This is an optimization exercise on Yosys and OpenROAD, whose aim is small area and a short achievable clock period, not a production implementation. Where RTL was checked, it was by simulation tests only, not by an equivalence proof against the original. No functional check of the RTL was part of run 2.

==> flow/design.v <==
`timescale 1ns / 1ps
module fir_filter (clk, reset, x, y);
    input clk, reset;
    input signed [31:0] x;
    output signed [31:0] y;
    reg signed [31:0] x_reg [9:0];
    reg signed [31:0] y_reg;
    reg signed [31:0] acc;
    integer i;
    localparam signed [31:0] C0 = -3;
    localparam signed [31:0] C1 = 4;
    localparam signed [31:0] C2 = 6;
    localparam signed [31:0] C3 = -2;
    localparam signed [31:0] C4 = -5;
    localparam signed [31:0] C5 = 3;
    localparam signed [31:0] C6 = 7;
    localparam signed [31:0] C7 = 2;
    localparam signed [31:0] C8 = -1;
    localparam signed [31:0] C9 = 4;
    always @(*) begin
        acc = x_reg[0] * C0 + x_reg[1] * C1 + x_reg[2] * C2 + x_reg[3] * C3
            + x_reg[4] * C4 + x_reg[5] * C5 + x_reg[6] * C6 + x_reg[7] * C7
            + x_reg[8] * C8 + x_reg[9] * C9;
    end
    always @(posedge clk or posedge reset) begin
        if (reset) begin
            y_reg <= 0;
            for (i = 0; i < 10; i = i + 1) begin
                x_reg[i] <= 0;
            end
        end else begin
            for (i = 9; i > 0; i = i - 1) begin
                x_reg[i] <= x_reg[i - 1];
            end
            x_reg[0] <= x;
            y_reg <= acc;
        end
    end
    assign y = y_reg;
endmodule
==> flow/run.sh <==
#!/bin/bash
# synth_recipe.tcl (not shown) runs the flow's synth.tcl, then flattens the netlist and writes it again
# the make line also repeats each setting of config.mk as NAME=value (left out here)
make -C /OpenROAD-flow-scripts/flow DESIGN_CONFIG=/design/flow/config.mk WORK_HOME=/design/flow/orfs CLKGATE_MAP_FILE= SYNTH_SCRIPT=/design/flow/synth_recipe.tcl finish
==> flow/config.mk <==
export PLATFORM = sky130hd
export DESIGN_NAME = fir_filter
export DESIGN_NICKNAME = fir_filter
export VERILOG_FILES = /design/flow/design.v
export SDC_FILE = /design/flow/constraint.sdc
export NUM_CORES = 4
export LEC_CHECK = 0
export CAP_MARGIN = 20
export CORE_MARGIN = 2
export CORE_UTILIZATION = 40
export SLEW_MARGIN = 20
==> flow/constraint.sdc <==
create_clock -name core_clock -period 8.0 [get_ports {clk}]
set_input_delay 1.6000 -clock core_clock [delete_from_list [all_inputs] [get_ports {clk}]]
set_output_delay 1.6000 -clock core_clock [all_outputs]
set_load 0.01 [all_outputs]
==> out/results.ini, run 1 <==
[final_layout]
seqCellArea_mm2 = 0.00876
layout_common_cells = inv_1 (496), fa_1 (409), dfrtp_1 (350)
multi_input_area_share_pct = 49.8
multi_input_gates = 1031
fin_cells = 2810

[global_route]
grt_max_degree = 179
gr-total-overflow = 0

[route]
viasPerCell = 4.65
wl_per_cell_um = 17.6
wirelength_um = 49500
num_vias = 13100
drt_iter0_markers = 593

[sta]
tightest_slew_ps = 1060
fmax_mhz = 132

[placed_design]
placed_area_mm2 = 0.0260
dp.cells = 2731

[die]
nWellTaps = 782
die_x_um = 250
dieArea_mm2 = 0.0627

[critical_path]
worstSetupStartpoint = x_reg[2][1]
slowest_delay_ps = 550
worstSetupEndpointType = flip-flop
crit_slowest_cell = fa_1
cp.required_ps = 8500
cpLargestDelayFamily = adder cells
r2r_end = y_reg[25]

[status]
outcome = timing/DRC/antenna clean

[yosys]
yosysTopAreaCellShare_pct = 36.1
syn_area_mm2 = 0.0243
postSynthCellCount = 1880
synth_area_per_cell_um2 = 12.9

[clocking]
path_clk_slew_ps = 60
cts_root_buf = clkbuf_16

[job]
cap_violations = 0

==> inputs of run 2 (changes only) <==
==> flow/design.v (replaced) <==
module fir_filter (clk, reset, x, y);
  input clk, reset;
  input signed [31:0] x;
  output signed [31:0] y;
  reg [31:0] h0, h1, h2, h3, h4, h5, h6, h7, h8;
  reg [31:0] q0, q1;
  reg [31:0] y_reg;
  wire qs1, qc2;
  fir_fa u_qs1 (.a(h3[0]), .b(h5[0]), .c(h7[0]), .s(qs1), .co(qc2));
  wire qs3, qc4;
  fir_fa u_qs3 (.a(h1[0]), .b(h4[0]), .c(h4[1]), .s(qs3), .co(qc4));
  wire qs5, qc6;
  fir_fa u_qs5 (.a(h2[0]), .b(h3[1]), .c(h5[1]), .s(qs5), .co(qc6));
  wire qs7, qc8;
  fir_fa u_qs7 (.a(~h6[0]), .b(h7[1]), .c(qc2), .s(qs7), .co(qc8));
  wire qs9, qc10;
  fir_fa u_qs9 (.a(~qs3), .b(qs5), .c(qs7), .s(qs9), .co(qc10));
  wire qs11, qc12;
  fir_fa u_qs11 (.a(h0[0]), .b(h1[0]), .c(h1[1]), .s(qs11), .co(qc12));
  wire qs13, qc14;
  fir_fa u_qs13 (.a(h4[1]), .b(h4[2]), .c(h6[1]), .s(qs13), .co(qc14));
  wire qs15, qc16;
  fir_fa u_qs15 (.a(h2[1]), .b(h3[0]), .c(h3[2]), .s(qs15), .co(qc16));
  wire qs17, qc18;
  fir_fa u_qs17 (.a(h5[2]), .b(h7[2]), .c(~h8[0]), .s(qs17), .co(qc18));
  wire qs19, qc20;
  fir_fa u_qs19 (.a(qc4), .b(qs11), .c(qs13), .s(qs19), .co(qc20));
  wire qs21, qc22;
  fir_fa u_qs21 (.a(qc6), .b(qs15), .c(qs17), .s(qs21), .co(qc22));
  wire qs23, qc24;
  fir_fa u_qs23 (.a(qc8), .b(~qs19), .c(qs21), .s(qs23), .co(qc24));
  wire qs25, qc26;
  fir_fa u_qs25 (.a(h0[1]), .b(h1[1]), .c(h1[2]), .s(qs25), .co(qc26));
  wire qs27, qc28;
  fir_fa u_qs27 (.a(h4[2]), .b(h4[3]), .c(h5[0]), .s(qs27), .co(qc28));
  wire qs29, qc30;
  fir_fa u_qs29 (.a(h2[2]), .b(h3[1]), .c(h3[3]), .s(qs29), .co(qc30));
  wire qs31, qc32;
  fir_fa u_qs31 (.a(h5[3]), .b(~h6[2]), .c(h7[3]), .s(qs31), .co(qc32));
  wire qs33, qc34;
  fir_fa u_qs33 (.a(h8[1]), .b(qc12), .c(qc14), .s(qs33), .co(qc34));
  wire qs35, qc36;
  fir_fa u_qs35 (.a(qc16), .b(qc18), .c(qs29), .s(qs35), .co(qc36));
  wire qs37, qc38;
  fir_fa u_qs37 (.a(qs25), .b(qs27), .c(~qs31), .s(qs37), .co(qc38));
  wire qs39, qc40;
  fir_fa u_qs39 (.a(qc20), .b(~qc22), .c(qs33), .s(qs39), .co(qc40));
  wire qs41, qc42;
  fir_fa u_qs41 (.a(qs35), .b(~qs37), .c(qc24), .s(qs41), .co(qc42));
  wire qs43, qc44;
  fir_fa u_qs43 (.a(h0[2]), .b(h1[2]), .c(h1[3]), .s(qs43), .co(qc44));
  wire qs45, qc46;
  fir_fa u_qs45 (.a(h4[3]), .b(h4[4]), .c(h5[1]), .s(qs45), .co(qc46));
  wire qs47, qc48;
  fir_fa u_qs47 (.a(h2[3]), .b(h3[2]), .c(h3[4]), .s(qs47), .co(qc48));
  wire qs49, qc50;
  fir_fa u_qs49 (.a(h5[4]), .b(~h6[3]), .c(h7[4]), .s(qs49), .co(qc50));
  wire qs51, qc52;
  fir_fa u_qs51 (.a(h8[2]), .b(qc26), .c(qc28), .s(qs51), .co(qc52));
  wire qs53, qc54;
  fir_fa u_qs53 (.a(qc30), .b(qc32), .c(qs47), .s(qs53), .co(qc54));
  wire qs55, qc56;
  fir_fa u_qs55 (.a(qs43), .b(qs45), .c(~qs49), .s(qs55), .co(qc56));
  wire qs57, qc58;
  fir_fa u_qs57 (.a(qc34), .b(qc38), .c(qs51), .s(qs57), .co(qc58));
  wire qs59, qc60;
  fir_fa u_qs59 (.a(qc36), .b(qs53), .c(~qs55), .s(qs59), .co(qc60));
  wire qs61, qc62;
  fir_fa u_qs61 (.a(qc40), .b(qs57), .c(~qs59), .s(qs61), .co(qc62));
  wire qs63, qc64;
  fir_fa u_qs63 (.a(h0[3]), .b(h1[3]), .c(h1[4]), .s(qs63), .co(qc64));
  wire qs65, qc66;
  fir_fa u_qs65 (.a(h4[4]), .b(h4[5]), .c(h5[2]), .s(qs65), .co(qc66));
  wire qs67, qc68;
  fir_fa u_qs67 (.a(h2[4]), .b(h3[3]), .c(h3[5]), .s(qs67), .co(qc68));
  wire qs69, qc70;
  fir_fa u_qs69 (.a(h5[5]), .b(~h6[4]), .c(h7[5]), .s(qs69), .co(qc70));
  wire qs71, qc72;
  fir_fa u_qs71 (.a(h8[3]), .b(qc44), .c(qc46), .s(qs71), .co(qc72));
  wire qs73, qc74;
  fir_fa u_qs73 (.a(qc48), .b(qc50), .c(qs67), .s(qs73), .co(qc74));
  wire qs75, qc76;
  fir_fa u_qs75 (.a(qs63), .b(qs65), .c(~qs69), .s(qs75), .co(qc76));
  wire qs77, qc78;
  fir_fa u_qs77 (.a(qc52), .b(qc56), .c(qs71), .s(qs77), .co(qc78));
  wire qs79, qc80;
  fir_fa u_qs79 (.a(qc54), .b(qs73), .c(~qs75), .s(qs79), .co(qc80));
  wire qs81, qc82;
  fir_fa u_qs81 (.a(qc58), .b(~qc60), .c(qs77), .s(qs81), .co(qc82));
  wire qs83, qc84;
  fir_fa u_qs83 (.a(~qs79), .b(qc62), .c(qs81), .s(qs83), .co(qc84));
  wire qs85, qc86;
  fir_fa u_qs85 (.a(h0[4]), .b(h1[4]), .c(h1[5]), .s(qs85), .co(qc86));
  wire qs87, qc88;
  fir_fa u_qs87 (.a(h4[5]), .b(h4[6]), .c(h5[3]), .s(qs87), .co(qc88));
  wire qs89, qc90;
  fir_fa u_qs89 (.a(h2[5]), .b(h3[4]), .c(h3[6]), .s(qs89), .co(qc90));
  wire qs91, qc92;
  fir_fa u_qs91 (.a(h5[6]), .b(~h6[5]), .c(h7[6]), .s(qs91), .co(qc92));
  wire qs93, qc94;
  fir_fa u_qs93 (.a(h8[4]), .b(qc64), .c(qc66), .s(qs93), .co(qc94));
  wire qs95, qc96;
  fir_fa u_qs95 (.a(qc68), .b(qc70), .c(qs89), .s(qs95), .co(qc96));
  wire qs97, qc98;
  fir_fa u_qs97 (.a(qs85), .b(qs87), .c(~qs91), .s(qs97), .co(qc98));
  wire qs99, qc100;
  fir_fa u_qs99 (.a(qc72), .b(qc76), .c(qs93), .s(qs99), .co(qc100));
  wire qs101, qc102;
  fir_fa u_qs101 (.a(qc74), .b(qs95), .c(~qs97), .s(qs101), .co(qc102));
  wire qs103, qc104;
  fir_fa u_qs103 (.a(qc78), .b(~qc80), .c(qs99), .s(qs103), .co(qc104));
  wire qs105, qc106;
  fir_fa u_qs105 (.a(~qs101), .b(qc82), .c(qs103), .s(qs105), .co(qc106));
  wire qs107, qc108;
  fir_fa u_qs107 (.a(h0[5]), .b(h1[5]), .c(h1[6]), .s(qs107), .co(qc108));
  wire qs109, qc110;
  fir_fa u_qs109 (.a(h4[6]), .b(h4[7]), .c(h5[4]), .s(qs109), .co(qc110));
  wire qs111, qc112;
  fir_fa u_qs111 (.a(h2[6]), .b(h3[5]), .c(h3[7]), .s(qs111), .co(qc112));
  wire qs113, qc114;
  fir_fa u_qs113 (.a(h5[7]), .b(~h6[6]), .c(h7[7]), .s(qs113), .co(qc114));
  wire qs115, qc116;
  fir_fa u_qs115 (.a(h8[5]), .b(qc86), .c(qc88), .s(qs115), .co(qc116));
  wire qs117, qc118;
  fir_fa u_qs117 (.a(qc90), .b(qc92), .c(qs111), .s(qs117), .co(qc118));
  wire qs119, qc120;
  fir_fa u_qs119 (.a(qs107), .b(qs109), .c(~qs113), .s(qs119), .co(qc120));
  wire qs121, qc122;
  fir_fa u_qs121 (.a(qc94), .b(qc98), .c(qs115), .s(qs121), .co(qc122));
  wire qs123, qc124;
  fir_fa u_qs123 (.a(qc96), .b(qs117), .c(~qs119), .s(qs123), .co(qc124));
  wire qs125, qc126;
  fir_fa u_qs125 (.a(qc100), .b(~qc102), .c(qs121), .s(qs125), .co(qc126));
  wire qs127, qc128;
  fir_fa u_qs127 (.a(~qs123), .b(qc104), .c(qs125), .s(qs127), .co(qc128));
  wire qs129, qc130;
  fir_fa u_qs129 (.a(h0[6]), .b(h1[6]), .c(h1[7]), .s(qs129), .co(qc130));
  wire qs131, qc132;
  fir_fa u_qs131 (.a(h4[7]), .b(h4[8]), .c(h5[5]), .s(qs131), .co(qc132));
  wire qs133, qc134;
  fir_fa u_qs133 (.a(h2[7]), .b(h3[6]), .c(h3[8]), .s(qs133), .co(qc134));
  wire qs135, qc136;
  fir_fa u_qs135 (.a(h5[8]), .b(~h6[7]), .c(h7[8]), .s(qs135), .co(qc136));
  wire qs137, qc138;
  fir_fa u_qs137 (.a(h8[6]), .b(qc108), .c(qc110), .s(qs137), .co(qc138));
  wire qs139, qc140;
  fir_fa u_qs139 (.a(qc112), .b(qc114), .c(qs133), .s(qs139), .co(qc140));
  wire qs141, qc142;
  fir_fa u_qs141 (.a(qs129), .b(qs131), .c(~qs135), .s(qs141), .co(qc142));
  wire qs143, qc144;
  fir_fa u_qs143 (.a(qc116), .b(qc120), .c(qs137), .s(qs143), .co(qc144));
  wire qs145, qc146;
  fir_fa u_qs145 (.a(qc118), .b(qs139), .c(~qs141), .s(qs145), .co(qc146));
  wire qs147, qc148;
  fir_fa u_qs147 (.a(qc122), .b(~qc124), .c(qs143), .s(qs147), .co(qc148));
  wire qs149, qc150;
  fir_fa u_qs149 (.a(~qs145), .b(qc126), .c(qs147), .s(qs149), .co(qc150));
  wire qs151, qc152;
  fir_fa u_qs151 (.a(h0[7]), .b(h1[7]), .c(h1[8]), .s(qs151), .co(qc152));
  wire qs153, qc154;
  fir_fa u_qs153 (.a(h4[8]), .b(h4[9]), .c(h5[6]), .s(qs153), .co(qc154));
  wire qs155, qc156;
  fir_fa u_qs155 (.a(h2[8]), .b(h3[7]), .c(h3[9]), .s(qs155), .co(qc156));
  wire qs157, qc158;
  fir_fa u_qs157 (.a(h5[9]), .b(~h6[8]), .c(h7[9]), .s(qs157), .co(qc158));
  wire qs159, qc160;
  fir_fa u_qs159 (.a(h8[7]), .b(qc130), .c(qc132), .s(qs159), .co(qc160));
  wire qs161, qc162;
  fir_fa u_qs161 (.a(qc134), .b(qc136), .c(qs155), .s(qs161), .co(qc162));
  wire qs163, qc164;
  fir_fa u_qs163 (.a(qs151), .b(qs153), .c(~qs157), .s(qs163), .co(qc164));
  wire qs165, qc166;
  fir_fa u_qs165 (.a(qc138), .b(qc142), .c(qs159), .s(qs165), .co(qc166));
  wire qs167, qc168;
  fir_fa u_qs167 (.a(qc140), .b(qs161), .c(~qs163), .s(qs167), .co(qc168));
  wire qs169, qc170;
  fir_fa u_qs169 (.a(qc144), .b(~qc146), .c(qs165), .s(qs169), .co(qc170));
  wire qs171, qc172;
  fir_fa u_qs171 (.a(~qs167), .b(qc148), .c(qs169), .s(qs171), .co(qc172));
  wire qs173, qc174;
  fir_fa u_qs173 (.a(h0[8]), .b(h1[8]), .c(h1[9]), .s(qs173), .co(qc174));
  wire qs175, qc176;
  fir_fa u_qs175 (.a(h4[9]), .b(h4[10]), .c(h5[7]), .s(qs175), .co(qc176));
  wire qs177, qc178;
  fir_fa u_qs177 (.a(h2[9]), .b(h3[8]), .c(h3[10]), .s(qs177), .co(qc178));
  wire qs179, qc180;
  fir_fa u_qs179 (.a(h5[10]), .b(~h6[9]), .c(h7[10]), .s(qs179), .co(qc180));
  wire qs181, qc182;
  fir_fa u_qs181 (.a(h8[8]), .b(qc152), .c(qc154), .s(qs181), .co(qc182));
  wire qs183, qc184;
  fir_fa u_qs183 (.a(qc156), .b(qc158), .c(qs177), .s(qs183), .co(qc184));
  wire qs185, qc186;
  fir_fa u_qs185 (.a(qs173), .b(qs175), .c(~qs179), .s(qs185), .co(qc186));
  wire qs187, qc188;
  fir_fa u_qs187 (.a(qc160), .b(qc164), .c(qs181), .s(qs187), .co(qc188));
  wire qs189, qc190;
  fir_fa u_qs189 (.a(qc162), .b(qs183), .c(~qs185), .s(qs189), .co(qc190));
  wire qs191, qc192;
  fir_fa u_qs191 (.a(qc166), .b(~qc168), .c(qs187), .s(qs191), .co(qc192));
  wire qs193, qc194;
  fir_fa u_qs193 (.a(~qs189), .b(qc170), .c(qs191), .s(qs193), .co(qc194));
  wire qs195, qc196;
  fir_fa u_qs195 (.a(h0[9]), .b(h1[9]), .c(h1[10]), .s(qs195), .co(qc196));
  wire qs197, qc198;
  fir_fa u_qs197 (.a(h4[10]), .b(h4[11]), .c(h5[8]), .s(qs197), .co(qc198));
  wire qs199, qc200;
  fir_fa u_qs199 (.a(h2[10]), .b(h3[9]), .c(h3[11]), .s(qs199), .co(qc200));
  wire qs201, qc202;
  fir_fa u_qs201 (.a(h5[11]), .b(~h6[10]), .c(h7[11]), .s(qs201), .co(qc202));
  wire qs203, qc204;
  fir_fa u_qs203 (.a(h8[9]), .b(qc174), .c(qc176), .s(qs203), .co(qc204));
  wire qs205, qc206;
  fir_fa u_qs205 (.a(qc178), .b(qc180), .c(qs199), .s(qs205), .co(qc206));
  wire qs207, qc208;
  fir_fa u_qs207 (.a(qs195), .b(qs197), .c(~qs201), .s(qs207), .co(qc208));
  wire qs209, qc210;
  fir_fa u_qs209 (.a(qc182), .b(qc186), .c(qs203), .s(qs209), .co(qc210));
  wire qs211, qc212;
  fir_fa u_qs211 (.a(qc184), .b(qs205), .c(~qs207), .s(qs211), .co(qc212));
  wire qs213, qc214;
  fir_fa u_qs213 (.a(qc188), .b(~qc190), .c(qs209), .s(qs213), .co(qc214));
  wire qs215, qc216;
  fir_fa u_qs215 (.a(~qs211), .b(qc192), .c(qs213), .s(qs215), .co(qc216));
  wire qs217, qc218;
  fir_fa u_qs217 (.a(h0[10]), .b(h1[10]), .c(h1[11]), .s(qs217), .co(qc218));
  wire qs219, qc220;
  fir_fa u_qs219 (.a(h4[11]), .b(h4[12]), .c(h5[9]), .s(qs219), .co(qc220));
  wire qs221, qc222;
  fir_fa u_qs221 (.a(h2[11]), .b(h3[10]), .c(h3[12]), .s(qs221), .co(qc222));
  wire qs223, qc224;
  fir_fa u_qs223 (.a(h5[12]), .b(~h6[11]), .c(h7[12]), .s(qs223), .co(qc224));
  wire qs225, qc226;
  fir_fa u_qs225 (.a(h8[10]), .b(qc196), .c(qc198), .s(qs225), .co(qc226));
  wire qs227, qc228;
  fir_fa u_qs227 (.a(qc200), .b(qc202), .c(qs221), .s(qs227), .co(qc228));
  wire qs229, qc230;
  fir_fa u_qs229 (.a(qs217), .b(qs219), .c(~qs223), .s(qs229), .co(qc230));
  wire qs231, qc232;
  fir_fa u_qs231 (.a(qc204), .b(qc208), .c(qs225), .s(qs231), .co(qc232));
  wire qs233, qc234;
  fir_fa u_qs233 (.a(qc206), .b(qs227), .c(~qs229), .s(qs233), .co(qc234));
  wire qs235, qc236;
  fir_fa u_qs235 (.a(qc210), .b(~qc212), .c(qs231), .s(qs235), .co(qc236));
  wire qs237, qc238;
  fir_fa u_qs237 (.a(~qs233), .b(qc214), .c(qs235), .s(qs237), .co(qc238));
  wire qs239, qc240;
  fir_fa u_qs239 (.a(h0[11]), .b(h1[11]), .c(h1[12]), .s(qs239), .co(qc240));
  wire qs241, qc242;
  fir_fa u_qs241 (.a(h4[12]), .b(h4[13]), .c(h5[10]), .s(qs241), .co(qc242));
  wire qs243, qc244;
  fir_fa u_qs243 (.a(h2[12]), .b(h3[11]), .c(h3[13]), .s(qs243), .co(qc244));
  wire qs245, qc246;
  fir_fa u_qs245 (.a(h5[13]), .b(~h6[12]), .c(h7[13]), .s(qs245), .co(qc246));
  wire qs247, qc248;
  fir_fa u_qs247 (.a(h8[11]), .b(qc218), .c(qc220), .s(qs247), .co(qc248));
  wire qs249, qc250;
  fir_fa u_qs249 (.a(qc222), .b(qc224), .c(qs243), .s(qs249), .co(qc250));
  wire qs251, qc252;
  fir_fa u_qs251 (.a(qs239), .b(qs241), .c(~qs245), .s(qs251), .co(qc252));
  wire qs253, qc254;
  fir_fa u_qs253 (.a(qc226), .b(qc230), .c(qs247), .s(qs253), .co(qc254));
  wire qs255, qc256;
  fir_fa u_qs255 (.a(qc228), .b(qs249), .c(~qs251), .s(qs255), .co(qc256));
  wire qs257, qc258;
  fir_fa u_qs257 (.a(qc232), .b(~qc234), .c(qs253), .s(qs257), .co(qc258));
  wire qs259, qc260;
  fir_fa u_qs259 (.a(~qs255), .b(qc236), .c(qs257), .s(qs259), .co(qc260));
  wire qs261, qc262;
  fir_fa u_qs261 (.a(h0[12]), .b(h1[12]), .c(h1[13]), .s(qs261), .co(qc262));
  wire qs263, qc264;
  fir_fa u_qs263 (.a(h4[13]), .b(h4[14]), .c(h5[11]), .s(qs263), .co(qc264));
  wire qs265, qc266;
  fir_fa u_qs265 (.a(h2[13]), .b(h3[12]), .c(h3[14]), .s(qs265), .co(qc266));
  wire qs267, qc268;
  fir_fa u_qs267 (.a(h5[14]), .b(~h6[13]), .c(h7[14]), .s(qs267), .co(qc268));
  wire qs269, qc270;
  fir_fa u_qs269 (.a(h8[12]), .b(qc240), .c(qc242), .s(qs269), .co(qc270));
  wire qs271, qc272;
  fir_fa u_qs271 (.a(qc244), .b(qc246), .c(qs265), .s(qs271), .co(qc272));
  wire qs273, qc274;
  fir_fa u_qs273 (.a(qs261), .b(qs263), .c(~qs267), .s(qs273), .co(qc274));
  wire qs275, qc276;
  fir_fa u_qs275 (.a(qc248), .b(qc252), .c(qs269), .s(qs275), .co(qc276));
  wire qs277, qc278;
  fir_fa u_qs277 (.a(qc250), .b(qs271), .c(~qs273), .s(qs277), .co(qc278));
  wire qs279, qc280;
  fir_fa u_qs279 (.a(qc254), .b(~qc256), .c(qs275), .s(qs279), .co(qc280));
  wire qs281, qc282;
  fir_fa u_qs281 (.a(~qs277), .b(qc258), .c(qs279), .s(qs281), .co(qc282));
  wire qs283, qc284;
  fir_fa u_qs283 (.a(h0[13]), .b(h1[13]), .c(h1[14]), .s(qs283), .co(qc284));
  wire qs285, qc286;
  fir_fa u_qs285 (.a(h4[14]), .b(h4[15]), .c(h5[12]), .s(qs285), .co(qc286));
  wire qs287, qc288;
  fir_fa u_qs287 (.a(h2[14]), .b(h3[13]), .c(h3[15]), .s(qs287), .co(qc288));
  wire qs289, qc290;
  fir_fa u_qs289 (.a(h5[15]), .b(~h6[14]), .c(h7[15]), .s(qs289), .co(qc290));
  wire qs291, qc292;
  fir_fa u_qs291 (.a(h8[13]), .b(qc262), .c(qc264), .s(qs291), .co(qc292));
  wire qs293, qc294;
  fir_fa u_qs293 (.a(qc266), .b(qc268), .c(qs287), .s(qs293), .co(qc294));
  wire qs295, qc296;
  fir_fa u_qs295 (.a(qs283), .b(qs285), .c(~qs289), .s(qs295), .co(qc296));
  wire qs297, qc298;
  fir_fa u_qs297 (.a(qc270), .b(qc274), .c(qs291), .s(qs297), .co(qc298));
  wire qs299, qc300;
  fir_fa u_qs299 (.a(qc272), .b(qs293), .c(~qs295), .s(qs299), .co(qc300));
  wire qs301, qc302;
  fir_fa u_qs301 (.a(qc276), .b(~qc278), .c(qs297), .s(qs301), .co(qc302));
  wire qs303, qc304;
  fir_fa u_qs303 (.a(~qs299), .b(qc280), .c(qs301), .s(qs303), .co(qc304));
  wire qs305, qc306;
  fir_fa u_qs305 (.a(h0[14]), .b(h1[14]), .c(h1[15]), .s(qs305), .co(qc306));
  wire qs307, qc308;
  fir_fa u_qs307 (.a(h4[15]), .b(h4[16]), .c(h5[13]), .s(qs307), .co(qc308));
  wire qs309, qc310;
  fir_fa u_qs309 (.a(h2[15]), .b(h3[14]), .c(h3[16]), .s(qs309), .co(qc310));
  wire qs311, qc312;
  fir_fa u_qs311 (.a(h5[16]), .b(~h6[15]), .c(h7[16]), .s(qs311), .co(qc312));
  wire qs313, qc314;
  fir_fa u_qs313 (.a(h8[14]), .b(qc284), .c(qc286), .s(qs313), .co(qc314));
  wire qs315, qc316;
  fir_fa u_qs315 (.a(qc288), .b(qc290), .c(qs309), .s(qs315), .co(qc316));
  wire qs317, qc318;
  fir_fa u_qs317 (.a(qs305), .b(qs307), .c(~qs311), .s(qs317), .co(qc318));
  wire qs319, qc320;
  fir_fa u_qs319 (.a(qc292), .b(qc296), .c(qs313), .s(qs319), .co(qc320));
  wire qs321, qc322;
  fir_fa u_qs321 (.a(qc294), .b(qs315), .c(~qs317), .s(qs321), .co(qc322));
  wire qs323, qc324;
  fir_fa u_qs323 (.a(qc298), .b(~qc300), .c(qs319), .s(qs323), .co(qc324));
  wire qs325, qc326;
  fir_fa u_qs325 (.a(~qs321), .b(qc302), .c(qs323), .s(qs325), .co(qc326));
  wire qs327, qc328;
  fir_fa u_qs327 (.a(h0[15]), .b(h1[15]), .c(h1[16]), .s(qs327), .co(qc328));
  wire qs329, qc330;
  fir_fa u_qs329 (.a(h4[16]), .b(h4[17]), .c(h5[14]), .s(qs329), .co(qc330));
  wire qs331, qc332;
  fir_fa u_qs331 (.a(h2[16]), .b(h3[15]), .c(h3[17]), .s(qs331), .co(qc332));
  wire qs333, qc334;
  fir_fa u_qs333 (.a(h5[17]), .b(~h6[16]), .c(h7[17]), .s(qs333), .co(qc334));
  wire qs335, qc336;
  fir_fa u_qs335 (.a(h8[15]), .b(qc306), .c(qc308), .s(qs335), .co(qc336));
  wire qs337, qc338;
  fir_fa u_qs337 (.a(qc310), .b(qc312), .c(qs331), .s(qs337), .co(qc338));
  wire qs339, qc340;
  fir_fa u_qs339 (.a(qs327), .b(qs329), .c(~qs333), .s(qs339), .co(qc340));
  wire qs341, qc342;
  fir_fa u_qs341 (.a(qc314), .b(qc318), .c(qs335), .s(qs341), .co(qc342));
  wire qs343, qc344;
  fir_fa u_qs343 (.a(qc316), .b(qs337), .c(~qs339), .s(qs343), .co(qc344));
  wire qs345, qc346;
  fir_fa u_qs345 (.a(qc320), .b(~qc322), .c(qs341), .s(qs345), .co(qc346));
  wire qs347, qc348;
  fir_fa u_qs347 (.a(~qs343), .b(qc324), .c(qs345), .s(qs347), .co(qc348));
  wire qs349, qc350;
  fir_fa u_qs349 (.a(h0[16]), .b(h1[16]), .c(h1[17]), .s(qs349), .co(qc350));
  wire qs351, qc352;
  fir_fa u_qs351 (.a(h4[17]), .b(h4[18]), .c(h5[15]), .s(qs351), .co(qc352));
  wire qs353, qc354;
  fir_fa u_qs353 (.a(h2[17]), .b(h3[16]), .c(h3[18]), .s(qs353), .co(qc354));
  wire qs355, qc356;
  fir_fa u_qs355 (.a(h5[18]), .b(~h6[17]), .c(h7[18]), .s(qs355), .co(qc356));
  wire qs357, qc358;
  fir_fa u_qs357 (.a(h8[16]), .b(qc328), .c(qc330), .s(qs357), .co(qc358));
  wire qs359, qc360;
  fir_fa u_qs359 (.a(qc332), .b(qc334), .c(qs353), .s(qs359), .co(qc360));
  wire qs361, qc362;
  fir_fa u_qs361 (.a(qs349), .b(qs351), .c(~qs355), .s(qs361), .co(qc362));
  wire qs363, qc364;
  fir_fa u_qs363 (.a(qc336), .b(qc340), .c(qs357), .s(qs363), .co(qc364));
  wire qs365, qc366;
  fir_fa u_qs365 (.a(qc338), .b(qs359), .c(~qs361), .s(qs365), .co(qc366));
  wire qs367, qc368;
  fir_fa u_qs367 (.a(qc342), .b(~qc344), .c(qs363), .s(qs367), .co(qc368));
  wire qs369, qc370;
  fir_fa u_qs369 (.a(~qs365), .b(qc346), .c(qs367), .s(qs369), .co(qc370));
  wire qs371, qc372;
  fir_fa u_qs371 (.a(h0[17]), .b(h1[17]), .c(h1[18]), .s(qs371), .co(qc372));
  wire qs373, qc374;
  fir_fa u_qs373 (.a(h4[18]), .b(h4[19]), .c(h5[16]), .s(qs373), .co(qc374));
  wire qs375, qc376;
  fir_fa u_qs375 (.a(h2[18]), .b(h3[17]), .c(h3[19]), .s(qs375), .co(qc376));
  wire qs377, qc378;
  fir_fa u_qs377 (.a(h5[19]), .b(~h6[18]), .c(h7[19]), .s(qs377), .co(qc378));
  wire qs379, qc380;
  fir_fa u_qs379 (.a(h8[17]), .b(qc350), .c(qc352), .s(qs379), .co(qc380));
  wire qs381, qc382;
  fir_fa u_qs381 (.a(qc354), .b(qc356), .c(qs375), .s(qs381), .co(qc382));
  wire qs383, qc384;
  fir_fa u_qs383 (.a(qs371), .b(qs373), .c(~qs377), .s(qs383), .co(qc384));
  wire qs385, qc386;
  fir_fa u_qs385 (.a(qc358), .b(qc362), .c(qs379), .s(qs385), .co(qc386));
  wire qs387, qc388;
  fir_fa u_qs387 (.a(qc360), .b(qs381), .c(~qs383), .s(qs387), .co(qc388));
  wire qs389, qc390;
  fir_fa u_qs389 (.a(qc364), .b(~qc366), .c(qs385), .s(qs389), .co(qc390));
  wire qs391, qc392;
  fir_fa u_qs391 (.a(~qs387), .b(qc368), .c(qs389), .s(qs391), .co(qc392));
  wire qs393, qc394;
  fir_fa u_qs393 (.a(h0[18]), .b(h1[18]), .c(h1[19]), .s(qs393), .co(qc394));
  wire qs395, qc396;
  fir_fa u_qs395 (.a(h4[19]), .b(h4[20]), .c(h5[17]), .s(qs395), .co(qc396));
  wire qs397, qc398;
  fir_fa u_qs397 (.a(h2[19]), .b(h3[18]), .c(h3[20]), .s(qs397), .co(qc398));
  wire qs399, qc400;
  fir_fa u_qs399 (.a(h5[20]), .b(~h6[19]), .c(h7[20]), .s(qs399), .co(qc400));
  wire qs401, qc402;
  fir_fa u_qs401 (.a(h8[18]), .b(qc372), .c(qc374), .s(qs401), .co(qc402));
  wire qs403, qc404;
  fir_fa u_qs403 (.a(qc376), .b(qc378), .c(qs397), .s(qs403), .co(qc404));
  wire qs405, qc406;
  fir_fa u_qs405 (.a(qs393), .b(qs395), .c(~qs399), .s(qs405), .co(qc406));
  wire qs407, qc408;
  fir_fa u_qs407 (.a(qc380), .b(qc384), .c(qs401), .s(qs407), .co(qc408));
  wire qs409, qc410;
  fir_fa u_qs409 (.a(qc382), .b(qs403), .c(~qs405), .s(qs409), .co(qc410));
  wire qs411, qc412;
  fir_fa u_qs411 (.a(qc386), .b(~qc388), .c(qs407), .s(qs411), .co(qc412));
  wire qs413, qc414;
  fir_fa u_qs413 (.a(~qs409), .b(qc390), .c(qs411), .s(qs413), .co(qc414));
  wire qs415, qc416;
  fir_fa u_qs415 (.a(h0[19]), .b(h1[19]), .c(h1[20]), .s(qs415), .co(qc416));
  wire qs417, qc418;
  fir_fa u_qs417 (.a(h4[20]), .b(h4[21]), .c(h5[18]), .s(qs417), .co(qc418));
  wire qs419, qc420;
  fir_fa u_qs419 (.a(h2[20]), .b(h3[19]), .c(h3[21]), .s(qs419), .co(qc420));
  wire qs421, qc422;
  fir_fa u_qs421 (.a(h5[21]), .b(~h6[20]), .c(h7[21]), .s(qs421), .co(qc422));
  wire qs423, qc424;
  fir_fa u_qs423 (.a(h8[19]), .b(qc394), .c(qc396), .s(qs423), .co(qc424));
  wire qs425, qc426;
  fir_fa u_qs425 (.a(qc398), .b(qc400), .c(qs419), .s(qs425), .co(qc426));
  wire qs427, qc428;
  fir_fa u_qs427 (.a(qs415), .b(qs417), .c(~qs421), .s(qs427), .co(qc428));
  wire qs429, qc430;
  fir_fa u_qs429 (.a(qc402), .b(qc406), .c(qs423), .s(qs429), .co(qc430));
  wire qs431, qc432;
  fir_fa u_qs431 (.a(qc404), .b(qs425), .c(~qs427), .s(qs431), .co(qc432));
  wire qs433, qc434;
  fir_fa u_qs433 (.a(qc408), .b(~qc410), .c(qs429), .s(qs433), .co(qc434));
  wire qs435, qc436;
  fir_fa u_qs435 (.a(~qs431), .b(qc412), .c(qs433), .s(qs435), .co(qc436));
  wire qs437, qc438;
  fir_fa u_qs437 (.a(h0[20]), .b(h1[20]), .c(h1[21]), .s(qs437), .co(qc438));
  wire qs439, qc440;
  fir_fa u_qs439 (.a(h4[21]), .b(h4[22]), .c(h5[19]), .s(qs439), .co(qc440));
  wire qs441, qc442;
  fir_fa u_qs441 (.a(h2[21]), .b(h3[20]), .c(h3[22]), .s(qs441), .co(qc442));
  wire qs443, qc444;
  fir_fa u_qs443 (.a(h5[22]), .b(~h6[21]), .c(h7[22]), .s(qs443), .co(qc444));
  wire qs445, qc446;
  fir_fa u_qs445 (.a(h8[20]), .b(qc416), .c(qc418), .s(qs445), .co(qc446));
  wire qs447, qc448;
  fir_fa u_qs447 (.a(qc420), .b(qc422), .c(qs441), .s(qs447), .co(qc448));
  wire qs449, qc450;
  fir_fa u_qs449 (.a(qs437), .b(qs439), .c(~qs443), .s(qs449), .co(qc450));
  wire qs451, qc452;
  fir_fa u_qs451 (.a(qc424), .b(qc428), .c(qs445), .s(qs451), .co(qc452));
  wire qs453, qc454;
  fir_fa u_qs453 (.a(qc426), .b(qs447), .c(~qs449), .s(qs453), .co(qc454));
  wire qs455, qc456;
  fir_fa u_qs455 (.a(qc430), .b(~qc432), .c(qs451), .s(qs455), .co(qc456));
  wire qs457, qc458;
  fir_fa u_qs457 (.a(~qs453), .b(qc434), .c(qs455), .s(qs457), .co(qc458));
  wire qs459, qc460;
  fir_fa u_qs459 (.a(h0[21]), .b(h1[21]), .c(h1[22]), .s(qs459), .co(qc460));
  wire qs461, qc462;
  fir_fa u_qs461 (.a(h4[22]), .b(h4[23]), .c(h5[20]), .s(qs461), .co(qc462));
  wire qs463, qc464;
  fir_fa u_qs463 (.a(h2[22]), .b(h3[21]), .c(h3[23]), .s(qs463), .co(qc464));
  wire qs465, qc466;
  fir_fa u_qs465 (.a(h5[23]), .b(~h6[22]), .c(h7[23]), .s(qs465), .co(qc466));
  wire qs467, qc468;
  fir_fa u_qs467 (.a(h8[21]), .b(qc438), .c(qc440), .s(qs467), .co(qc468));
  wire qs469, qc470;
  fir_fa u_qs469 (.a(qc442), .b(qc444), .c(qs463), .s(qs469), .co(qc470));
  wire qs471, qc472;
  fir_fa u_qs471 (.a(qs459), .b(qs461), .c(~qs465), .s(qs471), .co(qc472));
  wire qs473, qc474;
  fir_fa u_qs473 (.a(qc446), .b(qc450), .c(qs467), .s(qs473), .co(qc474));
  wire qs475, qc476;
  fir_fa u_qs475 (.a(qc448), .b(qs469), .c(~qs471), .s(qs475), .co(qc476));
  wire qs477, qc478;
  fir_fa u_qs477 (.a(qc452), .b(~qc454), .c(qs473), .s(qs477), .co(qc478));
  wire qs479, qc480;
  fir_fa u_qs479 (.a(~qs475), .b(qc456), .c(qs477), .s(qs479), .co(qc480));
  wire qs481, qc482;
  fir_fa u_qs481 (.a(h0[22]), .b(h1[22]), .c(h1[23]), .s(qs481), .co(qc482));
  wire qs483, qc484;
  fir_fa u_qs483 (.a(h4[23]), .b(h4[24]), .c(h5[21]), .s(qs483), .co(qc484));
  wire qs485, qc486;
  fir_fa u_qs485 (.a(h2[23]), .b(h3[22]), .c(h3[24]), .s(qs485), .co(qc486));
  wire qs487, qc488;
  fir_fa u_qs487 (.a(h5[24]), .b(~h6[23]), .c(h7[24]), .s(qs487), .co(qc488));
  wire qs489, qc490;
  fir_fa u_qs489 (.a(h8[22]), .b(qc460), .c(qc462), .s(qs489), .co(qc490));
  wire qs491, qc492;
  fir_fa u_qs491 (.a(qc464), .b(qc466), .c(qs485), .s(qs491), .co(qc492));
  wire qs493, qc494;
  fir_fa u_qs493 (.a(qs481), .b(qs483), .c(~qs487), .s(qs493), .co(qc494));
  wire qs495, qc496;
  fir_fa u_qs495 (.a(qc468), .b(qc472), .c(qs489), .s(qs495), .co(qc496));
  wire qs497, qc498;
  fir_fa u_qs497 (.a(qc470), .b(qs491), .c(~qs493), .s(qs497), .co(qc498));
  wire qs499, qc500;
  fir_fa u_qs499 (.a(qc474), .b(~qc476), .c(qs495), .s(qs499), .co(qc500));
  wire qs501, qc502;
  fir_fa u_qs501 (.a(~qs497), .b(qc478), .c(qs499), .s(qs501), .co(qc502));
  wire qs503, qc504;
  fir_fa u_qs503 (.a(h0[23]), .b(h1[23]), .c(h1[24]), .s(qs503), .co(qc504));
  wire qs505, qc506;
  fir_fa u_qs505 (.a(h4[24]), .b(h4[25]), .c(h5[22]), .s(qs505), .co(qc506));
  wire qs507, qc508;
  fir_fa u_qs507 (.a(h2[24]), .b(h3[23]), .c(h3[25]), .s(qs507), .co(qc508));
  wire qs509, qc510;
  fir_fa u_qs509 (.a(h5[25]), .b(~h6[24]), .c(h7[25]), .s(qs509), .co(qc510));
  wire qs511, qc512;
  fir_fa u_qs511 (.a(h8[23]), .b(qc482), .c(qc484), .s(qs511), .co(qc512));
  wire qs513, qc514;
  fir_fa u_qs513 (.a(qc486), .b(qc488), .c(qs507), .s(qs513), .co(qc514));
  wire qs515, qc516;
  fir_fa u_qs515 (.a(qs503), .b(qs505), .c(~qs509), .s(qs515), .co(qc516));
  wire qs517, qc518;
  fir_fa u_qs517 (.a(qc490), .b(qc494), .c(qs511), .s(qs517), .co(qc518));
  wire qs519, qc520;
  fir_fa u_qs519 (.a(qc492), .b(qs513), .c(~qs515), .s(qs519), .co(qc520));
  wire qs521, qc522;
  fir_fa u_qs521 (.a(qc496), .b(~qc498), .c(qs517), .s(qs521), .co(qc522));
  wire qs523, qc524;
  fir_fa u_qs523 (.a(~qs519), .b(qc500), .c(qs521), .s(qs523), .co(qc524));
  wire qs525, qc526;
  fir_fa u_qs525 (.a(h0[24]), .b(h1[24]), .c(h1[25]), .s(qs525), .co(qc526));
  wire qs527, qc528;
  fir_fa u_qs527 (.a(h4[25]), .b(h4[26]), .c(h5[23]), .s(qs527), .co(qc528));
  wire qs529, qc530;
  fir_fa u_qs529 (.a(h2[25]), .b(h3[24]), .c(h3[26]), .s(qs529), .co(qc530));
  wire qs531, qc532;
  fir_fa u_qs531 (.a(h5[26]), .b(~h6[25]), .c(h7[26]), .s(qs531), .co(qc532));
  wire qs533, qc534;
  fir_fa u_qs533 (.a(h8[24]), .b(qc504), .c(qc506), .s(qs533), .co(qc534));
  wire qs535, qc536;
  fir_fa u_qs535 (.a(qc508), .b(qc510), .c(qs529), .s(qs535), .co(qc536));
  wire qs537, qc538;
  fir_fa u_qs537 (.a(qs525), .b(qs527), .c(~qs531), .s(qs537), .co(qc538));
  wire qs539, qc540;
  fir_fa u_qs539 (.a(qc512), .b(qc516), .c(qs533), .s(qs539), .co(qc540));
  wire qs541, qc542;
  fir_fa u_qs541 (.a(qc514), .b(qs535), .c(~qs537), .s(qs541), .co(qc542));
  wire qs543, qc544;
  fir_fa u_qs543 (.a(qc518), .b(~qc520), .c(qs539), .s(qs543), .co(qc544));
  wire qs545, qc546;
  fir_fa u_qs545 (.a(~qs541), .b(qc522), .c(qs543), .s(qs545), .co(qc546));
  wire qs547, qc548;
  fir_fa u_qs547 (.a(h0[25]), .b(h1[25]), .c(h1[26]), .s(qs547), .co(qc548));
  wire qs549, qc550;
  fir_fa u_qs549 (.a(h4[26]), .b(h4[27]), .c(h5[24]), .s(qs549), .co(qc550));
  wire qs551, qc552;
  fir_fa u_qs551 (.a(h2[26]), .b(h3[25]), .c(h3[27]), .s(qs551), .co(qc552));
  wire qs553, qc554;
  fir_fa u_qs553 (.a(h5[27]), .b(~h6[26]), .c(h7[27]), .s(qs553), .co(qc554));
  wire qs555, qc556;
  fir_fa u_qs555 (.a(h8[25]), .b(qc526), .c(qc528), .s(qs555), .co(qc556));
  wire qs557, qc558;
  fir_fa u_qs557 (.a(qc530), .b(qc532), .c(qs551), .s(qs557), .co(qc558));
  wire qs559, qc560;
  fir_fa u_qs559 (.a(qs547), .b(qs549), .c(~qs553), .s(qs559), .co(qc560));
  wire qs561, qc562;
  fir_fa u_qs561 (.a(qc534), .b(qc538), .c(qs555), .s(qs561), .co(qc562));
  wire qs563, qc564;
  fir_fa u_qs563 (.a(qc536), .b(qs557), .c(~qs559), .s(qs563), .co(qc564));
  wire qs565, qc566;
  fir_fa u_qs565 (.a(qc540), .b(~qc542), .c(qs561), .s(qs565), .co(qc566));
  wire qs567, qc568;
  fir_fa u_qs567 (.a(~qs563), .b(qc544), .c(qs565), .s(qs567), .co(qc568));
  wire qs569, qc570;
  fir_fa u_qs569 (.a(h0[26]), .b(h1[26]), .c(h1[27]), .s(qs569), .co(qc570));
  wire qs571, qc572;
  fir_fa u_qs571 (.a(h4[27]), .b(h4[28]), .c(h5[25]), .s(qs571), .co(qc572));
  wire qs573, qc574;
  fir_fa u_qs573 (.a(h2[27]), .b(h3[26]), .c(h3[28]), .s(qs573), .co(qc574));
  wire qs575, qc576;
  fir_fa u_qs575 (.a(h5[28]), .b(~h6[27]), .c(h7[28]), .s(qs575), .co(qc576));
  wire qs577, qc578;
  fir_fa u_qs577 (.a(h8[26]), .b(qc548), .c(qc550), .s(qs577), .co(qc578));
  wire qs579, qc580;
  fir_fa u_qs579 (.a(qc552), .b(qc554), .c(qs573), .s(qs579), .co(qc580));
  wire qs581, qc582;
  fir_fa u_qs581 (.a(qs569), .b(qs571), .c(~qs575), .s(qs581), .co(qc582));
  wire qs583, qc584;
  fir_fa u_qs583 (.a(qc556), .b(qc560), .c(qs577), .s(qs583), .co(qc584));
  wire qs585, qc586;
  fir_fa u_qs585 (.a(qc558), .b(qs579), .c(~qs581), .s(qs585), .co(qc586));
  wire qs587, qc588;
  fir_fa u_qs587 (.a(qc562), .b(~qc564), .c(qs583), .s(qs587), .co(qc588));
  wire qs589, qc590;
  fir_fa u_qs589 (.a(~qs585), .b(qc566), .c(qs587), .s(qs589), .co(qc590));
  wire qs591, qc592;
  fir_fa u_qs591 (.a(h0[27]), .b(h1[27]), .c(h1[28]), .s(qs591), .co(qc592));
  wire qs593, qc594;
  fir_fa u_qs593 (.a(h4[28]), .b(h4[29]), .c(h5[26]), .s(qs593), .co(qc594));
  wire qs595, qc596;
  fir_fa u_qs595 (.a(h2[28]), .b(h3[27]), .c(h3[29]), .s(qs595), .co(qc596));
  wire qs597, qc598;
  fir_fa u_qs597 (.a(h5[29]), .b(~h6[28]), .c(h7[29]), .s(qs597), .co(qc598));
  wire qs599, qc600;
  fir_fa u_qs599 (.a(h8[27]), .b(qc570), .c(qc572), .s(qs599), .co(qc600));
  wire qs601, qc602;
  fir_fa u_qs601 (.a(qc574), .b(qc576), .c(qs595), .s(qs601), .co(qc602));
  wire qs603, qc604;
  fir_fa u_qs603 (.a(qs591), .b(qs593), .c(~qs597), .s(qs603), .co(qc604));
  wire qs605, qc606;
  fir_fa u_qs605 (.a(qc578), .b(qc582), .c(qs599), .s(qs605), .co(qc606));
  wire qs607, qc608;
  fir_fa u_qs607 (.a(qc580), .b(qs601), .c(~qs603), .s(qs607), .co(qc608));
  wire qs609, qc610;
  fir_fa u_qs609 (.a(qc584), .b(~qc586), .c(qs605), .s(qs609), .co(qc610));
  wire qs611, qc612;
  fir_fa u_qs611 (.a(~qs607), .b(qc588), .c(qs609), .s(qs611), .co(qc612));
  wire qs613, qc614;
  fir_fa u_qs613 (.a(h0[28]), .b(h1[28]), .c(h1[29]), .s(qs613), .co(qc614));
  wire qs615, qc616;
  fir_fa u_qs615 (.a(h4[29]), .b(h4[30]), .c(h5[27]), .s(qs615), .co(qc616));
  wire qs617, qc618;
  fir_fa u_qs617 (.a(h2[29]), .b(h3[28]), .c(h3[30]), .s(qs617), .co(qc618));
  wire qs619, qc620;
  fir_fa u_qs619 (.a(h5[30]), .b(~h6[29]), .c(h7[30]), .s(qs619), .co(qc620));
  wire qs621, qc622;
  fir_fa u_qs621 (.a(h8[28]), .b(qc592), .c(qc594), .s(qs621), .co(qc622));
  wire qs623, qc624;
  fir_fa u_qs623 (.a(qc596), .b(qc598), .c(qs617), .s(qs623), .co(qc624));
  wire qs625, qc626;
  fir_fa u_qs625 (.a(qs613), .b(qs615), .c(~qs619), .s(qs625), .co(qc626));
  wire qs627, qc628;
  fir_fa u_qs627 (.a(qc600), .b(qc604), .c(qs621), .s(qs627), .co(qc628));
  wire qs629, qc630;
  fir_fa u_qs629 (.a(qc602), .b(qs623), .c(~qs625), .s(qs629), .co(qc630));
  wire qs631, qc632;
  fir_fa u_qs631 (.a(qc606), .b(~qc608), .c(qs627), .s(qs631), .co(qc632));
  wire qs633, qc634;
  fir_fa u_qs633 (.a(~qs629), .b(qc610), .c(qs631), .s(qs633), .co(qc634));
  wire qs635, qc636;
  fir_fa u_qs635 (.a(h0[29]), .b(h1[29]), .c(h1[30]), .s(qs635), .co(qc636));
  wire qs637, qc638;
  fir_fa u_qs637 (.a(h4[30]), .b(h4[31]), .c(h5[28]), .s(qs637), .co(qc638));
  wire qs639, qc640;
  fir_fa u_qs639 (.a(h2[30]), .b(h3[29]), .c(h3[31]), .s(qs639), .co(qc640));
  wire qs641, qc642;
  fir_fa u_qs641 (.a(h5[31]), .b(~h6[30]), .c(h7[31]), .s(qs641), .co(qc642));
  wire qs643, qc644;
  fir_fa u_qs643 (.a(h8[29]), .b(qc614), .c(qc616), .s(qs643), .co(qc644));
  wire qs645, qc646;
  fir_fa u_qs645 (.a(qc618), .b(qc620), .c(qs639), .s(qs645), .co(qc646));
  wire qs647, qc648;
  fir_fa u_qs647 (.a(qs635), .b(qs637), .c(~qs641), .s(qs647), .co(qc648));
  wire qs649, qc650;
  fir_fa u_qs649 (.a(qc622), .b(qc626), .c(qs643), .s(qs649), .co(qc650));
  wire qs651, qc652;
  fir_fa u_qs651 (.a(qc624), .b(qs645), .c(~qs647), .s(qs651), .co(qc652));
  wire qs653, qc654;
  fir_fa u_qs653 (.a(qc628), .b(~qc630), .c(qs649), .s(qs653), .co(qc654));
  wire qs655, qc656;
  fir_fa u_qs655 (.a(~qs651), .b(qc632), .c(qs653), .s(qs655), .co(qc656));
  wire [31:0] q0_d = {qc634, qc612, qc590, qc568, qc546, qc524, qc502, qc480, qc458, qc436, qc414, qc392, qc370, qc348, qc326, qc304, qc282, qc260, qc238, qc216, qc194, qc172, qc150, qc128, qc106, qc84, qs83, qc42, qs39, qc10, qs9, h4[0]};
  wire [31:0] q1_d = {qs655, qs633, qs611, qs589, qs567, qs545, qs523, qs501, qs479, qs457, qs435, qs413, qs391, qs369, qs347, qs325, qs303, qs281, qs259, qs237, qs215, qs193, qs171, qs149, qs127, qs105, 1'b0, qs61, qs41, qs23, 1'b0, qs1};
  wire ys657, yc658;
  fir_fa u_ys657 (.a(~q0[0]), .b(q1[0]), .c(h0[0]), .s(ys657), .co(yc658));
  wire ys659, yc660;
  fir_fa u_ys659 (.a(q0[1]), .b(h0[0]), .c(h0[1]), .s(ys659), .co(yc660));
  wire ys661, yc662;
  fir_fa u_ys661 (.a(q0[2]), .b(q1[2]), .c(h0[1]), .s(ys661), .co(yc662));
  wire ys663 = h0[2] ^ yc660;
  wire yc664 = h0[2] & yc660;
  wire ys665, yc666;
  fir_fa u_ys665 (.a(q1[3]), .b(h0[2]), .c(h0[3]), .s(ys665), .co(yc666));
  wire ys667 = ~(q0[3] ^ ~yc662);
  wire yc668 = q0[3] | ~yc662;
  wire ys669, yc670;
  fir_fa u_ys669 (.a(ys665), .b(yc664), .c(~ys667), .s(ys669), .co(yc670));
  wire ys671, yc672;
  fir_fa u_ys671 (.a(q0[4]), .b(h0[3]), .c(h0[4]), .s(ys671), .co(yc672));
  wire ys673, yc674;
  fir_fa u_ys673 (.a(~q1[4]), .b(yc666), .c(ys671), .s(ys673), .co(yc674));
  wire ys675, yc676;
  fir_fa u_ys675 (.a(~yc668), .b(ys673), .c(yc670), .s(ys675), .co(yc676));
  wire ys677, yc678;
  fir_fa u_ys677 (.a(~q0[5]), .b(h0[4]), .c(h0[5]), .s(ys677), .co(yc678));
  wire ys679, yc680;
  fir_fa u_ys679 (.a(yc672), .b(ys677), .c(yc674), .s(ys679), .co(yc680));
  wire ys681, yc682;
  fir_fa u_ys681 (.a(q0[6]), .b(q1[6]), .c(~h0[5]), .s(ys681), .co(yc682));
  wire ys683, yc684;
  fir_fa u_ys683 (.a(h0[6]), .b(yc678), .c(~ys681), .s(ys683), .co(yc684));
  wire ys685, yc686;
  fir_fa u_ys685 (.a(q0[7]), .b(q1[7]), .c(~h0[6]), .s(ys685), .co(yc686));
  wire ys687, yc688;
  fir_fa u_ys687 (.a(~h0[7]), .b(yc682), .c(ys685), .s(ys687), .co(yc688));
  wire ys689, yc690;
  fir_fa u_ys689 (.a(q0[8]), .b(q1[8]), .c(~h0[7]), .s(ys689), .co(yc690));
  wire ys691, yc692;
  fir_fa u_ys691 (.a(~h0[8]), .b(yc686), .c(ys689), .s(ys691), .co(yc692));
  wire ys693, yc694;
  fir_fa u_ys693 (.a(q0[9]), .b(q1[9]), .c(~h0[8]), .s(ys693), .co(yc694));
  wire ys695, yc696;
  fir_fa u_ys695 (.a(~h0[9]), .b(yc690), .c(ys693), .s(ys695), .co(yc696));
  wire ys697, yc698;
  fir_fa u_ys697 (.a(q0[10]), .b(q1[10]), .c(~h0[9]), .s(ys697), .co(yc698));
  wire ys699, yc700;
  fir_fa u_ys699 (.a(~h0[10]), .b(yc694), .c(ys697), .s(ys699), .co(yc700));
  wire ys701, yc702;
  fir_fa u_ys701 (.a(q0[11]), .b(q1[11]), .c(~h0[10]), .s(ys701), .co(yc702));
  wire ys703, yc704;
  fir_fa u_ys703 (.a(~h0[11]), .b(yc698), .c(ys701), .s(ys703), .co(yc704));
  wire ys705, yc706;
  fir_fa u_ys705 (.a(q0[12]), .b(q1[12]), .c(~h0[11]), .s(ys705), .co(yc706));
  wire ys707, yc708;
  fir_fa u_ys707 (.a(~h0[12]), .b(yc702), .c(ys705), .s(ys707), .co(yc708));
  wire ys709, yc710;
  fir_fa u_ys709 (.a(q0[13]), .b(q1[13]), .c(~h0[12]), .s(ys709), .co(yc710));
  wire ys711, yc712;
  fir_fa u_ys711 (.a(~h0[13]), .b(yc706), .c(ys709), .s(ys711), .co(yc712));
  wire ys713, yc714;
  fir_fa u_ys713 (.a(q0[14]), .b(q1[14]), .c(~h0[13]), .s(ys713), .co(yc714));
  wire ys715, yc716;
  fir_fa u_ys715 (.a(~h0[14]), .b(yc710), .c(ys713), .s(ys715), .co(yc716));
  wire ys717, yc718;
  fir_fa u_ys717 (.a(q0[15]), .b(q1[15]), .c(~h0[14]), .s(ys717), .co(yc718));
  wire ys719, yc720;
  fir_fa u_ys719 (.a(~h0[15]), .b(yc714), .c(ys717), .s(ys719), .co(yc720));
  wire ys721, yc722;
  fir_fa u_ys721 (.a(q0[16]), .b(q1[16]), .c(~h0[15]), .s(ys721), .co(yc722));
  wire ys723, yc724;
  fir_fa u_ys723 (.a(~h0[16]), .b(yc718), .c(ys721), .s(ys723), .co(yc724));
  wire ys725, yc726;
  fir_fa u_ys725 (.a(q0[17]), .b(q1[17]), .c(~h0[16]), .s(ys725), .co(yc726));
  wire ys727, yc728;
  fir_fa u_ys727 (.a(~h0[17]), .b(yc722), .c(ys725), .s(ys727), .co(yc728));
  wire ys729, yc730;
  fir_fa u_ys729 (.a(q0[18]), .b(q1[18]), .c(~h0[17]), .s(ys729), .co(yc730));
  wire ys731, yc732;
  fir_fa u_ys731 (.a(~h0[18]), .b(yc726), .c(ys729), .s(ys731), .co(yc732));
  wire ys733, yc734;
  fir_fa u_ys733 (.a(q0[19]), .b(q1[19]), .c(~h0[18]), .s(ys733), .co(yc734));
  wire ys735, yc736;
  fir_fa u_ys735 (.a(~h0[19]), .b(yc730), .c(ys733), .s(ys735), .co(yc736));
  wire ys737, yc738;
  fir_fa u_ys737 (.a(q0[20]), .b(q1[20]), .c(~h0[19]), .s(ys737), .co(yc738));
  wire ys739, yc740;
  fir_fa u_ys739 (.a(~h0[20]), .b(yc734), .c(ys737), .s(ys739), .co(yc740));
  wire ys741, yc742;
  fir_fa u_ys741 (.a(q0[21]), .b(q1[21]), .c(~h0[20]), .s(ys741), .co(yc742));
  wire ys743, yc744;
  fir_fa u_ys743 (.a(~h0[21]), .b(yc738), .c(ys741), .s(ys743), .co(yc744));
  wire ys745, yc746;
  fir_fa u_ys745 (.a(q0[22]), .b(q1[22]), .c(~h0[21]), .s(ys745), .co(yc746));
  wire ys747, yc748;
  fir_fa u_ys747 (.a(~h0[22]), .b(yc742), .c(ys745), .s(ys747), .co(yc748));
  wire ys749, yc750;
  fir_fa u_ys749 (.a(q0[23]), .b(q1[23]), .c(~h0[22]), .s(ys749), .co(yc750));
  wire ys751, yc752;
  fir_fa u_ys751 (.a(~h0[23]), .b(yc746), .c(ys749), .s(ys751), .co(yc752));
  wire ys753, yc754;
  fir_fa u_ys753 (.a(q0[24]), .b(q1[24]), .c(~h0[23]), .s(ys753), .co(yc754));
  wire ys755, yc756;
  fir_fa u_ys755 (.a(~h0[24]), .b(yc750), .c(ys753), .s(ys755), .co(yc756));
  wire ys757, yc758;
  fir_fa u_ys757 (.a(q0[25]), .b(q1[25]), .c(~h0[24]), .s(ys757), .co(yc758));
  wire ys759, yc760;
  fir_fa u_ys759 (.a(~h0[25]), .b(yc754), .c(ys757), .s(ys759), .co(yc760));
  wire ys761, yc762;
  fir_fa u_ys761 (.a(q0[26]), .b(q1[26]), .c(~h0[25]), .s(ys761), .co(yc762));
  wire ys763, yc764;
  fir_fa u_ys763 (.a(~h0[26]), .b(yc758), .c(ys761), .s(ys763), .co(yc764));
  wire ys765, yc766;
  fir_fa u_ys765 (.a(q0[27]), .b(q1[27]), .c(~h0[26]), .s(ys765), .co(yc766));
  wire ys767, yc768;
  fir_fa u_ys767 (.a(~h0[27]), .b(yc762), .c(ys765), .s(ys767), .co(yc768));
  wire ys769, yc770;
  fir_fa u_ys769 (.a(q0[28]), .b(q1[28]), .c(~h0[27]), .s(ys769), .co(yc770));
  wire ys771, yc772;
  fir_fa u_ys771 (.a(~h0[28]), .b(yc766), .c(ys769), .s(ys771), .co(yc772));
  wire ys773, yc774;
  fir_fa u_ys773 (.a(q0[29]), .b(q1[29]), .c(~h0[28]), .s(ys773), .co(yc774));
  wire ys775, yc776;
  fir_fa u_ys775 (.a(~h0[29]), .b(yc770), .c(ys773), .s(ys775), .co(yc776));
  wire ys777, yc778;
  fir_fa u_ys777 (.a(q0[30]), .b(q1[30]), .c(~h0[29]), .s(ys777), .co(yc778));
  wire ys779, yc780;
  fir_fa u_ys779 (.a(~h0[30]), .b(yc774), .c(ys777), .s(ys779), .co(yc780));
  wire ys781, yc782;
  fir_fa u_ys781 (.a(q0[31]), .b(q1[31]), .c(~h0[30]), .s(ys781), .co(yc782));
  wire ys783, yc784;
  fir_fa u_ys783 (.a(~h0[31]), .b(yc778), .c(ys781), .s(ys783), .co(yc784));
  wire [31:0] ya = {yc780, yc776, yc772, yc768, yc764, yc760, yc756, yc752, yc748, yc744, yc740, yc736, yc732, yc728, yc724, yc720, yc716, yc712, yc708, yc704, yc700, yc696, yc692, yc688, ~yc684, ~yc680, ~yc676, ~ys675, ~ys669, ~ys661, ~yc658, ~ys657};
  wire [31:0] yb = {ys783, ys779, ys775, ys771, ys767, ys763, ys759, ys755, ys751, ys747, ys743, ys739, ys735, ys731, ys727, ys723, ys719, ys715, ys711, ys707, ys703, ys699, ys695, ys691, ys687, ~ys683, ~ys679, 1'b0, 1'b0, ~ys663, ~ys659, 1'b0};
  wire [31:0] y_d = ya + yb;
  always @(posedge clk or posedge reset) begin
    if (reset) begin
      h0 <= 32'd0; h1 <= 32'd0; h2 <= 32'd0; h3 <= 32'd0; h4 <= 32'd0;
      h5 <= 32'd0; h6 <= 32'd0; h7 <= 32'd0; h8 <= 32'd0;
      q0 <= 32'h0000003c;
      q1 <= 32'hffffffc0;
      y_reg <= 32'd0;
    end else begin
      h0 <= x; h1 <= h0; h2 <= h1; h3 <= h2; h4 <= h3;
      h5 <= h4; h6 <= h5; h7 <= h6; h8 <= h7;
      q0 <= q0_d;
      q1 <= q1_d;
      y_reg <= y_d;
    end
  end
  assign y = y_reg;
endmodule
module fir_fa (a, b, c, s, co);
  input a, b, c;
  output s, co;
  assign s = a ^ b ^ c;
  assign co = (a & b) | (a & c) | (b & c);
endmodule
--- a/flow/config.mk
+++ b/flow/config.mk
@@ -5,7 +5,10 @@
 export SDC_FILE = /design/flow/constraint.sdc
 export NUM_CORES = 4
 export LEC_CHECK = 0
+export ABC_CLOCK_PERIOD_IN_PS = 2500
 export CAP_MARGIN = 20
 export CORE_MARGIN = 2
 export CORE_UTILIZATION = 40
 export SLEW_MARGIN = 20
+export SYNTH_HIERARCHICAL = 1
+export SYNTH_MINIMUM_KEEP_SIZE = 0
==> out/results.ini, run 2 <==
[clocking]
cts_root_buf = clkbuf_16
h-tree-depth = 2
numCtsBuffers = 42
post_cts.repair.setup_buffers = 0
clk_path_buf_depth = 3
hold_buffers = 0
path_clk_slew_ps = 60  ; about the same
cts.repair.resized = 0
clock_latency_ps = 570
cts_tree = yes
clock-sinks = 379

[yosys]
synth_area_per_cell_um2 = 16.2  ; +25%
synthArstFlopShare_pct = 100
ys_seq_area_share_pct = 47.7
yosysMostFrequentCell = fa_1
synth-edff-count = 0
syn_area_mm2 = 0.0200  ; -18%
synth_nets = 1689
postSynthCellCount = 1234  ; -34%
netlist_top_cells_area = dfrtp_1 (44%), fa_1 (39%), dfstp_2 (3.9%)
synth_flop_cell = dfrtp_1
synth_commonest_cells = fa_1 (391), dfrtp_1 (349), inv_1 (192)
synth_top_area_cell = dfrtp_1
yosysUniqueCellTypes = 56
ys_ff_latch = 379
yosysTopAreaCellShare_pct = 43.7  ; +7.7 points
ys_warn_count = 7

[die]
dieHeight_um = 227
die_x_um = 227  ; -9.2%
coreArea_mm2 = 0.0492
dieArea_mm2 = 0.0517  ; -18%
initial_core_util_pct = 40.6
rows = 81
io_pins = 66

[critical_path]
crit_slowest_cell = fa_1
worstSetupEndpointType = flip-flop
cp_max_fo = 5
crit_path_frequent_cell = fa_1
startpoint_type = flip-flop
worstSetupPathType = reg -> reg
path_buf_inv = 1
crit_arrival_ps = 4210
cp.required_ps = 8450  ; -50 ps
cpLargestDelayFamily = adder cells
path_cells = fa_1, fa_1, fa_1, inv_1, ha_1, nand2_1, o41ai_2, nand3_1, a211oi_2, nor4b_1, a311oi_1
slowest_delay_ps = 490  ; -60 ps

[final_layout]
layout_common_cells = fa_1 (391), dfrtp_1 (349), inv_1 (191)
area_delta_synth_final_pct = 14.5
seqCellArea_mm2 = 0.00952  ; +8.7%
multi_input_area_mm2 = 0.00967
drive_gt1_share_pct = 8.92
final_common_cell = fa_1
fillCellCount = 4256
final_nets = 1790
diodes = 0

[route]
viasPerCell = 4.65  ; +0.16%
wirelength_um = 36100  ; -27%
drt_first_pass_iters = 5
drt_iter0_markers = 705  ; +19%
drc = 0
num_vias = 9452  ; -28%
wl_per_cell_um = 17.7  ; +0.80%
ant_nets = 0

[sta]
fmax_mhz = 267  ; +100%
relSlewSlack_pct = 35.5
timing.hold.ws_ps = 345
setup_tns_ps = 0
tightest_slew_ps = 968  ; -87.6 ps
fin_crit_sh_pct = 46.9
period_needed_ps = 3750
final.setup_skew_ps = 19.1
hold_viol_final = 0
rsz0062_at_grt = no
setup_viol = 0
drv_slew = 0

[global_route]
grt_pass1_vias = 11400
grt_pass1_wl_um = 62400
gr-total-overflow = 0  ; unchanged
antenna_found_initial = 0
grt_usage_pct = 15.8
grt_max_degree = 166  ; -7.3%

[status]
outcome = timing/DRC/antenna clean

[placed_design]
portBuffers = 65
gp_congestion = 0.811
dp.final_hpwl_um = 28400

[job]
cap_violations = 0  ; unchanged

[min_path]
hp-class = reg -> reg

## run 2: cell type report
| class | count | share of cell area, % |
|---|---|---|
| multi-input combinational | 651 | 42.3 |
| tap | 664 | 3.63 |
| inverter | 192 | 3.17 |
| sequential | 379 | 41.6 |
| clock inverter | 20 | 1.09 |
| timing repair buffer | 69 | 3.03 |
| clock buffer | 56 | 5.13 |
## run 2: final timing paths
path,start,to,slack [ps],cells after the start
worst max-delay path,h0[4],y_reg[24],4250,11
worst min-delay path,h2[31],h3[31],350,0
worst max register to register,h0[4],y_reg[24],4250,11
worst min register to register,h2[31],h3[31],350,0
max in group asynchronous,reset,h5[9],4770,4
min in group asynchronous,reset,h6[30],1390,2
## run 2: worst reg2reg max path, cell delays in order (launching register included)
cell and delay [ps]:
dfrtp_1 480, fa_1 480, fa_1 390, fa_1 490
inv_1 40, ha_1 350, nand2_1 80, o41ai_2 300
nand3_1 220, a211oi_2 420, nor4b_1 110, a311oi_1 270
## run 2: cells by family after synthesis
group	share of synthesized area, %
flops	47.7
fa+ha+maj	41.1
mux	0.0564
compound gates	3.67
xor+xnor	1.05
buf+inv	3.89
simple gates	2.58
## run 2: modules after synthesis (local to each module, per instance)
module / area, um2 / times used / cells inside
fir_filter: 12200 / 1 / 844
fir_fa: 20.0 / 390 / 1
## run 2: per-stage QoR
| step | util (%) | instance area [um2] | instances | worst slack (ps) |
|---|---|---|---|---|
| after detailed placement | 43.6 | 21400 | 1955 | 4080 |
| final | 46.5 | 22900 | 2031 | 4250 |
| after global routing | 46.5 | 22900 | 2031 | 4020 |
| after CTS | 46.5 | 22900 | 2031 | 4260 |
| after global placement | 43.6 | 21400 | 1955 | 4110 |
| after floorplan | - | 20000 | 1234 | 1330 |
## run 2: metal layers
layer	GRT usage [%]	vias to the layer above	share of wire [%]
met5	0	-	0
li1	-	4011	-
met4	4.26	0	2.0
met3	2.93	52	3.8
met1	22.4	5229	44
met2	25.3	160	50

[port drivers added, routing unchanged]
The flow's constraints put no driver on any port. The routed layouts listed below were extracted and timed again, unchanged, in two steps. Step 1 assumes that a clkbuf_16 drives the clock port and a buf_2 every other input. Step 2 times the ports against the registers' clock, not the clock port: input delays grow and output delays shrink by t, the midpoint of the rising clock arrivals with the driver on. Three values: ideal ports, drivers, drivers and shift; two values: the first two.
| run | t (ns) | setup WS [ns] | worst hold slack (ns) | worst register clock-pin slew, ns | worst slew at a driven data input, ns |
|---|---|---|---|---|---|
| run 1 | 0.635 | 0.412 / 0.412 / 0.412 | 0.347 / 0.347 / 0.347 | 0.07 / 0.07 | 0.05 |
| run 2 | 0.613 | 4.248 / 4.248 / 4.189 | 0.345 / 0.345 / 0.345 | 0.06 / 0.06 | 0.04 |
After both steps setup and hold are still met in every run listed. For run 2, which loses most, drivers alone change the setup slack by 0.000 ns; drivers and shift together by -0.059 ns. Setup slack includes reset recovery checks.
